Context: an optimization exercise on an open-source flow, tuned for small area and a short achievable clock period. The choices shown serve that exercise and are no tape-out recipe.
Only simulation tests tie the RTL to the original design; equivalence was not proved.
The flow treats the clock pin as an ideal source, which a real chip does not have.
Power is estimated from default activity; no workload was simulated.

==> inputs of wip/nickel <==
// singlecycle
module singlecycle(
  input  wire        i_clk,
  input  wire        i_rst,
  input  wire [31:0] i_io_sw,
  input  wire [31:0] i_io_btn,
  output wire [31:0] o_imem_addr,
  input  wire [31:0] i_imem_data,
  output wire [31:0] o_pc_debug,
  output wire        o_insn_vld,
  output wire [31:0] o_io_ledg,
  output wire [31:0] o_io_ledr,
  output wire [31:0] o_io_lcd,
  output wire [6:0]  o_io_hex0,
  output wire [6:0]  o_io_hex1,
  output wire [6:0]  o_io_hex2,
  output wire [6:0]  o_io_hex3,
  output wire [6:0]  o_io_hex4,
  output wire [6:0]  o_io_hex5,
  output wire [6:0]  o_io_hex6,
  output wire [6:0]  o_io_hex7
);
==> flow/config.mk <==
export PLATFORM = sky130hd
export DESIGN_NAME = singlecycle
export DESIGN_NICKNAME = singlecycle
export VERILOG_FILES = /design/flow/design.v
export SDC_FILE = /design/flow/constraint.sdc
export NUM_CORES = 8
export LEC_CHECK = 0
export CAP_MARGIN = 20
export CORE_MARGIN = 2
export CORE_UTILIZATION = 60
export CTS_CLUSTER_DIAMETER = 80
export CTS_CLUSTER_SIZE = 24
export SETUP_SLACK_MARGIN = 5
export SLEW_MARGIN = 20
export SYNTH_HIERARCHICAL = 1
export SYNTH_MINIMUM_KEEP_SIZE = 0
==> flow/constraint.sdc <==
create_clock -name core_clock -period 15.0 [get_ports {i_clk}]
set_input_delay 3.0000 -clock core_clock [delete_from_list [all_inputs] [get_ports {i_clk}]]
set_output_delay 3.0000 -clock core_clock [all_outputs]
set_load 0.01 [all_outputs]
standard.sh (not shown) runs the stock make flow with config.mk's settings and CLKGATE_MAP_FILE= SYNTH_SCRIPT=/design/flow/synth_recipe.tcl, a recipe that flattens the netlist after the stock synthesis.
==> flow/flow/run.sh <==
#!/bin/bash
set -euo pipefail
LATE_MARGIN=7.0

bash standard.sh synth floorplan > flow_1_synth_floorplan.log 2>&1

# the make command of standard.sh, without its setup margin
MK=$(grep '^make ' standard.sh | sed -e 's/ "\${@:-finish}"$//' -e 's/ SETUP_SLACK_MARGIN=[^ ]*//')
eval "$MK SETUP_SLACK_MARGIN=5 'BUFFER_PORTS_ARGS=-buffer_cell sky130_fd_sc_hd__buf_2' place" > flow_2_place.log 2>&1
eval "$MK SETUP_SLACK_MARGIN=$LATE_MARGIN cts"    > flow_3_cts.log 2>&1
eval "$MK SETUP_SLACK_MARGIN=$LATE_MARGIN route"  > flow_4_route.log 2>&1
eval "$MK SETUP_SLACK_MARGIN=$LATE_MARGIN finish" > flow_5_finish.log 2>&1

# nothing left to make; standard.sh writes out/final.def
bash standard.sh finish > flow_6_write_def.log 2>&1
==> inputs of wip/zinc, as changes to wip/nickel <==
--- a/flow/flow/run.sh
+++ b/flow/flow/run.sh
@@ -1,6 +1,6 @@
 #!/bin/bash
 set -euo pipefail
-LATE_MARGIN=7.0
+LATE_MARGIN=6.5
 
 bash standard.sh synth floorplan > flow_1_synth_floorplan.log 2>&1
 
==> run summary <==
- wip/zinc went through all stages and came out clean. wip/nickel finished clean.
- In sequential cell count, wip/nickel and wip/zinc do not differ.
- In wip/zinc the global-route usage is lower than in wip/nickel, by 0.76 points.
- Worst setup slack: wip/nickel is better than wip/zinc (0.033 ns).
- In wip/nickel the sequential share of layout area is lower than in wip/zinc, by 2.0 points.
- Count of clock-buffer cells in the layout is the same in wip/zinc and wip/nickel.
- In wip/nickel the final area is larger than in wip/zinc, by about 3.2%.
- Combinational power: wip/nickel is higher than wip/zinc (about 17%).
- Between wip/nickel and wip/zinc, the lower first-iteration DRC count is in wip/zinc (gap about 6%, measured against wip/zinc).

* * *

==> trial 78 <==
Another version of the RTL of singlecycle (not shown whole).
==> flow/config.mk <==
export PLATFORM = sky130hd
export DESIGN_NAME = singlecycle
export DESIGN_NICKNAME = singlecycle
export VERILOG_FILES = /design/flow/design.v
export SDC_FILE = /design/flow/constraint.sdc
export NUM_CORES = 8
export LEC_CHECK = 0
export CAP_MARGIN = 20
export CORE_MARGIN = 2
export CORE_UTILIZATION = 60
export CTS_CLUSTER_DIAMETER = 80
export CTS_CLUSTER_SIZE = 24
export SETUP_SLACK_MARGIN = 5
export SLEW_MARGIN = 20
export SYNTH_HIERARCHICAL = 1
export SYNTH_MINIMUM_KEEP_SIZE = 0
==> flow/constraint.sdc <==
create_clock -name core_clock -period 15.0 [get_ports {i_clk}]
set_input_delay 3.0000 -clock core_clock [delete_from_list [all_inputs] [get_ports {i_clk}]]
set_output_delay 3.0000 -clock core_clock [all_outputs]
set_load 0.01 [all_outputs]
==> flow/flow/run.sh <==
#!/bin/bash
set -euo pipefail
LATE_MARGIN=6.5

bash standard.sh synth floorplan place > flow_1_synth_floorplan_place.log 2>&1

# the make command of standard.sh, with the late setup margin
MK=$(grep '^make ' standard.sh | sed -e 's/ "\${@:-finish}"$//' -e 's/ SETUP_SLACK_MARGIN=[^ ]*//')
MK="$MK SETUP_SLACK_MARGIN=$LATE_MARGIN"
eval "$MK cts"    > flow_2_cts.log 2>&1
eval "$MK route"  > flow_3_route.log 2>&1
eval "$MK finish" > flow_4_finish.log 2>&1

# nothing left to make; standard.sh writes out/final.def
bash standard.sh finish > flow_5_write_def.log 2>&1
==> inputs of build 61, as changes to trial 78 <==
--- a/flow/design.v
+++ b/flow/design.v
@@ -6,14 +6,26 @@
   logic [3:0] p;
   ao8  u0 (.s(s[8:1]),   .d(d[8:1]),   .y(p[0]));
   ao8  u1 (.s(s[16:9]),  .d(d[16:9]),  .y(p[1]));
   ao8  u2 (.s(s[24:17]), .d(d[24:17]), .y(p[2]));
   ao7  u3 (.s(s[31:25]), .d(d[31:25]), .y(p[3]));
   or4x uo (.a(p), .y(y));
 endmodule
+module rf_rd_bit2 (
+  input  logic [32:1] s,
+  input  logic [32:1] d,
+  output logic        y
+);
+  logic [3:0] p;
+  ao8  u0 (.s(s[8:1]),   .d(d[8:1]),   .y(p[0]));
+  ao8  u1 (.s(s[16:9]),  .d(d[16:9]),  .y(p[1]));
+  ao8  u2 (.s(s[24:17]), .d(d[24:17]), .y(p[2]));
+  ao8  u3 (.s(s[32:25]), .d(d[32:25]), .y(p[3]));
+  or4x uo (.a(p), .y(y));
+endmodule
 module add33 (
   input  logic [31:0] a,
   input  logic [31:0] b,
   input  logic        ci,
   output logic [32:0] s
 );
   logic [31:0] g0, p0;
@@ -35,14 +47,36 @@
           p[l+1][i] = p[l][i];
         end
     s[0] = p0[0] ^ ci;
     for (int i = 1; i < 32; i++) s[i] = p0[i] ^ g[5][i-1];
     s[32] = g[5][31];
   end
 endmodule
+module cla13 (
+  input  logic [12:0] a,
+  input  logic [12:0] b,
+  output logic [13:1] c
+);
+  logic [12:0] g [5];
+  logic [12:0] t [5];
+  always_comb begin
+    g[0] = a & b;
+    t[0] = a | b;
+    for (int l = 0; l < 4; l++)
+      for (int i = 0; i < 13; i++)
+        if ((i >> l) & 1) begin
+          g[l+1][i] = g[l][i] | (t[l][i] & g[l][((i >> l) << l) - 1]);
+          t[l+1][i] = t[l][i] & t[l][((i >> l) << l) - 1];
+        end else begin
+          g[l+1][i] = g[l][i];
+          t[l+1][i] = t[l][i];
+        end
+    for (int i = 1; i < 14; i++) c[i] = g[4][i-1];
+  end
+endmodule
 module mem_rd_bit (
   input  logic [63:0] s,
   input  logic [63:0] d,
   output logic        y
 );
   logic [7:0] p;
   genvar i;
@@ -106,25 +140,32 @@
   g_nand4 u4 (.a(n[0]), .b(n[1]), .c(n[2]), .d(n[3]), .y(y));
 endmodule
 module ld_bit (
   input  logic [3:0] s,
   input  logic [3:0] d,
   input  logic       a,
   input  logic       e,
+  input  logic       f,
   output logic       y
 );
-  assign y = (|(s & d)) | a | e;
+  assign y = (|(s & d)) | a | e | f;
 endmodule
 module wb_ao (
   input  logic [8:0] s,
   input  logic [8:0] d,
-  input  logic       e,
   output logic       y
 );
-  assign y = (|(s & d)) | e;
+  assign y = |(s & d);
+endmodule
+module and4x (
+  input  logic [3:0] a,
+  input  logic       en,
+  output logic [3:0] y
+);
+  assign y = a & {4{en}};
 endmodule
 module singlecycle(
   input  wire        i_clk,
   input  wire        i_rst,
   input  wire [31:0] i_io_sw,
   input  wire [31:0] i_io_btn,
   output wire [31:0] o_imem_addr,
@@ -183,38 +224,40 @@
       always_ff @(posedge i_clk or posedge i_rst)
         if (i_rst) v <= 1'b0;
         else if (rf_we[g]) v <= 1'b1;
       assign rfq[g]  = q;
       assign rf_v[g] = v;
     end
   endgenerate
+  wire use_rs2 = ins[5] & ~ins[3] & ~ins[2];
+  wire [31:0] imm_i_w = imm_i;
   logic [31:1] s1, s2;
   always_comb
     for (int k = 1; k < 32; k++) begin
       s1[k] = rf_v[k] && (rs1a == k);
-      s2[k] = rf_v[k] && (rs2a == k);
+      s2[k] = rf_v[k] && (rs2a == k) && use_rs2;
     end
-  logic [31:0] rs1, rs2;
+  logic [31:0] rs1, opb;
   generate
     for (b = 0; b < 32; b++) begin : g_rfrd
       logic [31:1] col;
       for (g = 1; g < 32; g++) begin : g_c
         assign col[g] = rfq[g][b];
       end
-      rf_rd_bit u1 (.s(s1), .d(col), .y(rs1[b]));
-      rf_rd_bit u2 (.s(s2), .d(col), .y(rs2[b]));
+      rf_rd_bit  u1 (.s(s1), .d(col), .y(rs1[b]));
+      rf_rd_bit2 u2 (.s({~use_rs2, s2}), .d({imm_i_w[b], col}), .y(opb[b]));
     end
   endgenerate
-  wire [31:0] imm_ls = is_store ? imm_s : imm_i;
-  wire [31:0] opb    = (is_r | is_br) ? rs2 : imm_ls;
-  wire slt_op = (is_r | is_i) && (f3[2:1] == 2'b01);
-  wire msub   = is_br | slt_op | (is_r && f3 == 3'b000 && ins[30]);
+  wire [31:0] imm_ls = {imm_i[31:5], ins[5] ? ins[11:7] : ins[24:20]};
+  wire op_br  = ins[6] & ~ins[2];
+  wire op_ri  = ins[4] & ~ins[2];
+  wire msub   = op_br | (op_ri && f3[2:1] == 2'b01) | (op_ri && ins[5] && f3 == 3'b000 && ins[30]);
   logic [32:0] madd;
   add33 u_add (.a(rs1), .b(opb ^ {32{msub}}), .ci(msub), .s(madd));
-  wire un   = (is_br && f3[2:1] == 2'b11) || ((is_r || is_i) && f3 == 3'b011);
+  wire un   = (op_br && f3[2:1] == 2'b11) || (op_ri && f3 == 3'b011);
   wire eq   = (rs1 == opb);
   wire less = un ? (~madd[32] | (opb == 32'b0))
                  : ((rs1[31] ^ opb[31]) ? rs1[31] : madd[31]);
   logic taken;
   always_comb
     case (f3)
       3'b000:  taken = eq;
@@ -236,40 +279,47 @@
   wire        shl_op = ~f3[2];
   logic [31:0] sh_in, shl;
   always_comb
     for (int k = 0; k < 32; k++) sh_in[k] = shl_op ? rs1[31-k] : rs1[k];
   wire [63:0] shr_w = {{32{ins[30] & rs1[31] & ~shl_op}}, sh_in} >> sh;
   always_comb
     for (int k = 0; k < 32; k++) shl[k] = shr_w[31-k];
-  wire [13:0] alo = {1'b0, rs1[12:0]} + {1'b0, imm_ls[12:0]};    
-  wire [1:0]  off = alo[1:0];
+  logic [13:1] cy;                     
+  cla13 u_cla (.a(rs1[12:0]), .b(imm_ls[12:0]), .c(cy));
+  wire [1:0]  off = rs1[1:0] + imm_ls[1:0];
   wire [31:0] ax = rs1 ^ imm_ls;
   wire [31:0] ag = rs1 & imm_ls;
-  localparam [31:0] K_MEM = 32'h0000_2000;    
-  localparam [31:0] K_IO  = 32'h0000_7000;    
-  logic [31:0] e_mem, e_io;
-  always_comb begin
-    e_mem = '1;
-    e_io  = '1;
-    e_mem[13] = ~(ax[13] ^ alo[13] ^ K_MEM[13]);
-    for (int i = 14; i < 32; i++)
-      e_mem[i] = ~(ax[i] ^ (ax[i-1] ? ~K_MEM[i-1] : ag[i-1]) ^ K_MEM[i]);
-    e_io[12] = ~(alo[12] ^ K_IO[12]);
-    for (int i = 13; i < 32; i++)
-      e_io[i] = ~(ax[i] ^ (ax[i-1] ? ~K_IO[i-1] : ag[i-1]) ^ K_IO[i]);
-  end
-  wire in_mem  = &e_mem;
-  wire in_io   = &e_io;
-  wire in_ledr = in_io && (alo[11:4] == 8'h00);
-  wire in_ledg = in_io && (alo[11:4] == 8'h01);
-  wire in_seg0 = in_io && (alo[11:2] == 10'h008);
-  wire in_seg1 = in_io && (alo[11:2] == 10'h009);
-  wire in_lcd  = in_io && (alo[11:4] == 8'h03);
-  wire in_sw   = in_io && (alo[11:4] == 8'h80);
-  wire in_btn  = in_io && (alo[11:4] == 8'h81);
+  localparam int NR = 8;
+  localparam logic [32*NR-1:0] RK  = {32'h7810, 32'h7800, 32'h7030, 32'h7024,
+                                      32'h7020, 32'h7010, 32'h7000, 32'h2000};
+  localparam logic [5*NR-1:0]  RLO = {5'd4, 5'd4, 5'd4, 5'd2, 5'd2, 5'd4, 5'd4, 5'd13};
+  logic [NR-1:0] hit;
+  always_comb
+    for (int r = 0; r < NR; r++) begin
+      logic ok, ci;
+      ok = 1'b1;
+      for (int i = 2; i < 32; i++) begin
+        if (i == RLO[5*r +: 5]) begin
+          ci = (i == 13) ? cy[13] : (i == 4) ? cy[4] : cy[2];
+          ok = ok & ~(ax[i] ^ ci ^ RK[32*r + i]);
+        end else if (i > RLO[5*r +: 5]) begin
+          ci = ax[i-1] ? ~RK[32*r + i - 1] : ag[i-1];
+          ok = ok & ~(ax[i] ^ ci ^ RK[32*r + i]);
+        end
+      end
+      hit[r] = ok;
+    end
+  wire in_mem  = hit[0];
+  wire in_ledr = hit[1];
+  wire in_ledg = hit[2];
+  wire in_seg0 = hit[3];
+  wire in_seg1 = hit[4];
+  wire in_lcd  = hit[5];
+  wire in_sw   = hit[6];
+  wire in_btn  = hit[7];
   wire [7:0] sa = rs1[7:0];
   wire [7:0] sb = imm_ls[7:0];
   wire       c2 = (sa[1] & sb[1]) | ((sa[1] | sb[1]) & sa[0] & sb[0]);
   logic [63:0] wsel;
   always_comb
     for (int w = 0; w < 64; w++) begin
       logic [7:0] k;
@@ -280,21 +330,21 @@
         ci = (sa[i-1] == sb[i-1]) ? sa[i-1] : ~k[i-1];
         ok = ok & ~(sa[i] ^ sb[i] ^ ci ^ k[i]);
       end
       wsel[w] = ok;
     end
   logic [31:0] memq [64];
   logic [31:0] mem_rd;
-  logic [3:0]  lane_we;
+  logic [3:0]  lane_we [4];    
   generate
     for (g = 0; g < 64; g++) begin : g_mem
       logic [31:0] q;
       for (b = 0; b < 4; b++) begin : g_lane
         always_ff @(posedge i_clk)
-          if (lane_we[b] && wsel[g]) q[8*b +: 8] <= sdata[8*b +: 8];
+          if (lane_we[g / 16][b] && wsel[g]) q[8*b +: 8] <= sdata[8*b +: 8];
       end
       assign memq[g] = q;
     end
     for (b = 0; b < 32; b++) begin : g_mrd
       logic [63:0] col;
       for (g = 0; g < 64; g++) begin : g_c
         assign col[g] = memq[g][b];
@@ -308,32 +358,37 @@
     case (f3)
       3'b010:  m0 = 4'b1111;
       3'b001:  m0 = 4'b0011;
       3'b000:  m0 = 4'b0001;
       default: m0 = 4'b0000;
     endcase
     mask  = m0 << off;
-    sdata = rs2 << {off, 3'b000};
-    lane_we = mask & {4{is_store & in_mem}};
+    sdata = opb << {off, 3'b000};
   end
+  wire st_mem = is_store & in_mem;
+  generate
+    for (g = 0; g < 4; g++) begin : g_lwe
+      and4x u (.a(mask), .en(st_mem), .y(lane_we[g]));
+    end
+  endgenerate
   logic [16:0] ledr;
   logic [7:0]  ledg;
   logic [31:0] lcd;
   logic [63:0] seg;
   wire seg_h3 = (f3 == 3'b001) && (off == 2'b11);    
   always_ff @(posedge i_clk or posedge i_rst) begin
     if (i_rst) begin
       ledr <= '0;
       ledg <= '0;
       lcd  <= '0;
       seg  <= '0;
     end else if (is_store) begin
-      if (in_ledr) ledr <= rs2[16:0];
-      if (in_ledg) ledg <= rs2[7:0];
-      if (in_lcd)  lcd  <= rs2;
+      if (in_ledr) ledr <= opb[16:0];
+      if (in_ledg) ledg <= opb[7:0];
+      if (in_lcd)  lcd  <= opb;
       for (int k = 0; k < 4; k++) begin
         if (in_seg0 && mask[k] && !seg_h3) seg[8*k +: 8]      <= sdata[8*k +: 8];
         if (in_seg1 && mask[k] && !seg_h3) seg[32 + 8*k +: 8] <= sdata[8*k +: 8];
       end
     end
   end
   assign o_io_ledr = {15'b0, ledr};
@@ -414,25 +469,24 @@
   logic [31:0] wb_e;
   generate
     for (b = 0; b < 32; b++) begin : g_wbe
       wb_ao u (
         .s(wsl),
         .d({pct[b], imm_u[b], pc4[b], rs1[b] & opb[b], rs1[b] | opb[b], shr_w[b],
             rs1[b] ^ opb[b], shl[b], madd[b]}),
-        .e(ld_io[b] | (b == 0 ? slt_wb : 1'b0)),
         .y(wb_e[b]));
     end
   endgenerate
   generate
     for (b = 0; b < 32; b++) begin : g_wb
       logic [3:0] dsrc;
       for (g = 0; g < 4; g++) begin : g_s
         assign dsrc[g] = mem_rd[8*g + (b % 8)];
       end
-      ld_bit u (.s(tkm[b / 8]), .d(dsrc), .a(sgm[b / 8]), .e(wb_e[b]), .y(wb[b]));
+      ld_bit u (.s(tkm[b / 8]), .d(dsrc), .a(b == 0 ? slt_wb : sgm[b / 8]), .e(wb_e[b]), .f(ld_io[b]), .y(wb[b]));
     end
   endgenerate
   logic [31:0] pc_nx;
   always_comb begin
     if (is_jalr)                      pc_nx = madd[31:0];
     else if (is_jal | (is_br & taken)) pc_nx = pct;
     else                              pc_nx = pc4;
==> flow/flow/run.sh (replaced) <==
#!/bin/bash
set -euo pipefail
LATE_MARGIN=7.0

PLAT_DU=$(sed -n '/^export DONT_USE_CELLS += /,/^#/p' "$FLOW_HOME/platforms/sky130hd/config.mk" \
          | grep -o 'sky130_fd_sc_hd__[a-z0-9_]*' | tr '\n' ' ')
DU="${PLAT_DU}sky130_fd_sc_hd__a222oi_1"

# the make command of standard.sh, without its setup margin
MK=$(grep '^make ' standard.sh | sed -e 's/ "\${@:-finish}"$//' -e 's/ SETUP_SLACK_MARGIN=[^ ]*//')
MK="$MK 'DONT_USE_CELLS=$DU'"
eval "$MK SETUP_SLACK_MARGIN=5 synth"     > flow_1_synth.log 2>&1
eval "$MK SETUP_SLACK_MARGIN=5 floorplan" > flow_2_floorplan.log 2>&1
eval "$MK SETUP_SLACK_MARGIN=5 'BUFFER_PORTS_ARGS=-buffer_cell sky130_fd_sc_hd__buf_2' place" > flow_3_place.log 2>&1
eval "$MK SETUP_SLACK_MARGIN=$LATE_MARGIN SKIP_GATE_CLONING=1 cts"    > flow_4_cts.log 2>&1
eval "$MK SETUP_SLACK_MARGIN=$LATE_MARGIN SKIP_GATE_CLONING=1 route"  > flow_5_route.log 2>&1
eval "$MK SETUP_SLACK_MARGIN=$LATE_MARGIN SKIP_GATE_CLONING=1 finish" > flow_6_finish.log 2>&1

# nothing left to make; standard.sh writes out/final.def
bash standard.sh finish > flow_7_write_def.log 2>&1
==> notes <==
- Synthesized area: build 61 is larger than trial 78 (0.27%).
- Of trial 78 and build 61, trial 78 has the higher sequential share of layout area (gap 0.61 points).
- Of trial 78 and build 61, build 61 has the higher routed wire length (gap 4.6%, measured against build 61).
- Combinational power: trial 78 is smaller than build 61 (about 40%).
- Sequential power is about the same in build 61 and trial 78.
- Cell count: trial 78 is lower than build 61 (about 1.8%).
- Against build 61, the synthesized cell count of trial 78 is smaller by about 2%.
- Clock power is about the same in build 61 and trial 78.
- Cell area: build 61 is larger than trial 78 (1.0%).
- Between build 61 and trial 78, the lower critical path depth is in trial 78 (gap 4).
- Between trial 78 and build 61, the lower first-iteration DRC count is in trial 78 (gap about 10%, measured against build 61).
==> figures <==
Achievable clock frequency: trial 78 105 MHz; build 61 113 MHz
Stage delay of the slowest cell on the critical path: trial 78 0.51 ns; build 61 0.44 ns
Static leakage: trial 78 0.0545 uW; build 61 0.0541 uW
Path length in cells of the critical path: trial 78 33; build 61 37
Transition time at the pin with the least slew margin: trial 78 1.19 ns; build 61 1.22 ns
Summed instance area of the synthesized netlist: trial 78 137000 um2; build 61 137000 um2
Via count of the first global-routing pass: trial 78 91200; build 61 91800
Router iterations before antenna repair: trial 78 12; build 61 9
Launching point of the worst reg2reg path: trial 78 g_rf[12].v$_DFFE_PP0P_; build 61 g_rf[4].v$_DFFE_PP0P_
Non-clock buffering overhead: trial 78 6.60%; build 61 7.41%
Power consumption: trial 78 17600 uW; build 61 19200 uW
R2R cell count: trial 78 27; build 61 34
Initial standard-cell utilization of the core: trial 78 60.2%; build 61 60.3%
Slowest cell on crit path: trial 78 sky130_fd_sc_hd__a21oi_2; build 61 sky130_fd_sc_hd__ha_4
Post-synthesis cell count: trial 78 9132; build 61 9325
Ant diodes: trial 78 11; build 61 27
Total CTS buffers: trial 78 162; build 61 163
Core Box Area: trial 78 227000 um2; build 61 227000 um2
Final area over synthesized area: trial 78 1.165x; build 61 1.174x
Fraction of area in clock buffers and inverters: trial 78 3.06%; build 61 2.99%
Outcome: trial 78 timing/DRC/antenna clean; build 61 timing/DRC/antenna clean
Power density of the placed cells: trial 78 110 nW/um2; build 61 120 nW/um2
Met2 Routed Length: trial 78 217000 um; build 61 219000 um

-- static timing again, ports no longer ideal --
The flow's constraints put no driver on any port. The routed layouts listed below were extracted and timed again, unchanged, in two steps.
Step 1, drivers: a clkbuf_16 drives i_clk and a buf_2 each remaining input, both assumed.
Step 2 times the ports against the registers' clock, not the clock port: input delays grow and output delays shrink by t, the midpoint of the rising clock arrivals with the driver on.
Three values: no drivers, after step 1, after step 2; two values: the first two.
| run | t, ns | slack for setup (ns) | latest minus earliest clock arrival (ns) | worst slew at a driven data input, ns | pins driven straight from the clock port |
|---|---|---|---|---|---|
| wip/nickel | 0.977 | 6.211 / 6.250 / 5.273 | 0.076 / 0.076 | 0.14 | 1 |
| wip/zinc | 0.973 | 6.178 / 6.232 / 5.259 | 0.072 / 0.072 | 0.16 | 1 |
| trial 78 | 0.988 | 5.510 / 5.571 / 4.583 | 0.065 / 0.065 | 0.09 | 1 |
| build 61 | 0.965 | 6.118 / 6.134 / 5.169 | 0.069 / 0.068 | 0.13 | 1 |
After both steps setup and hold are still met in every run listed. For build 61, which loses most, drivers alone change the setup slack by +0.016 ns; drivers and shift together by -0.949 ns.
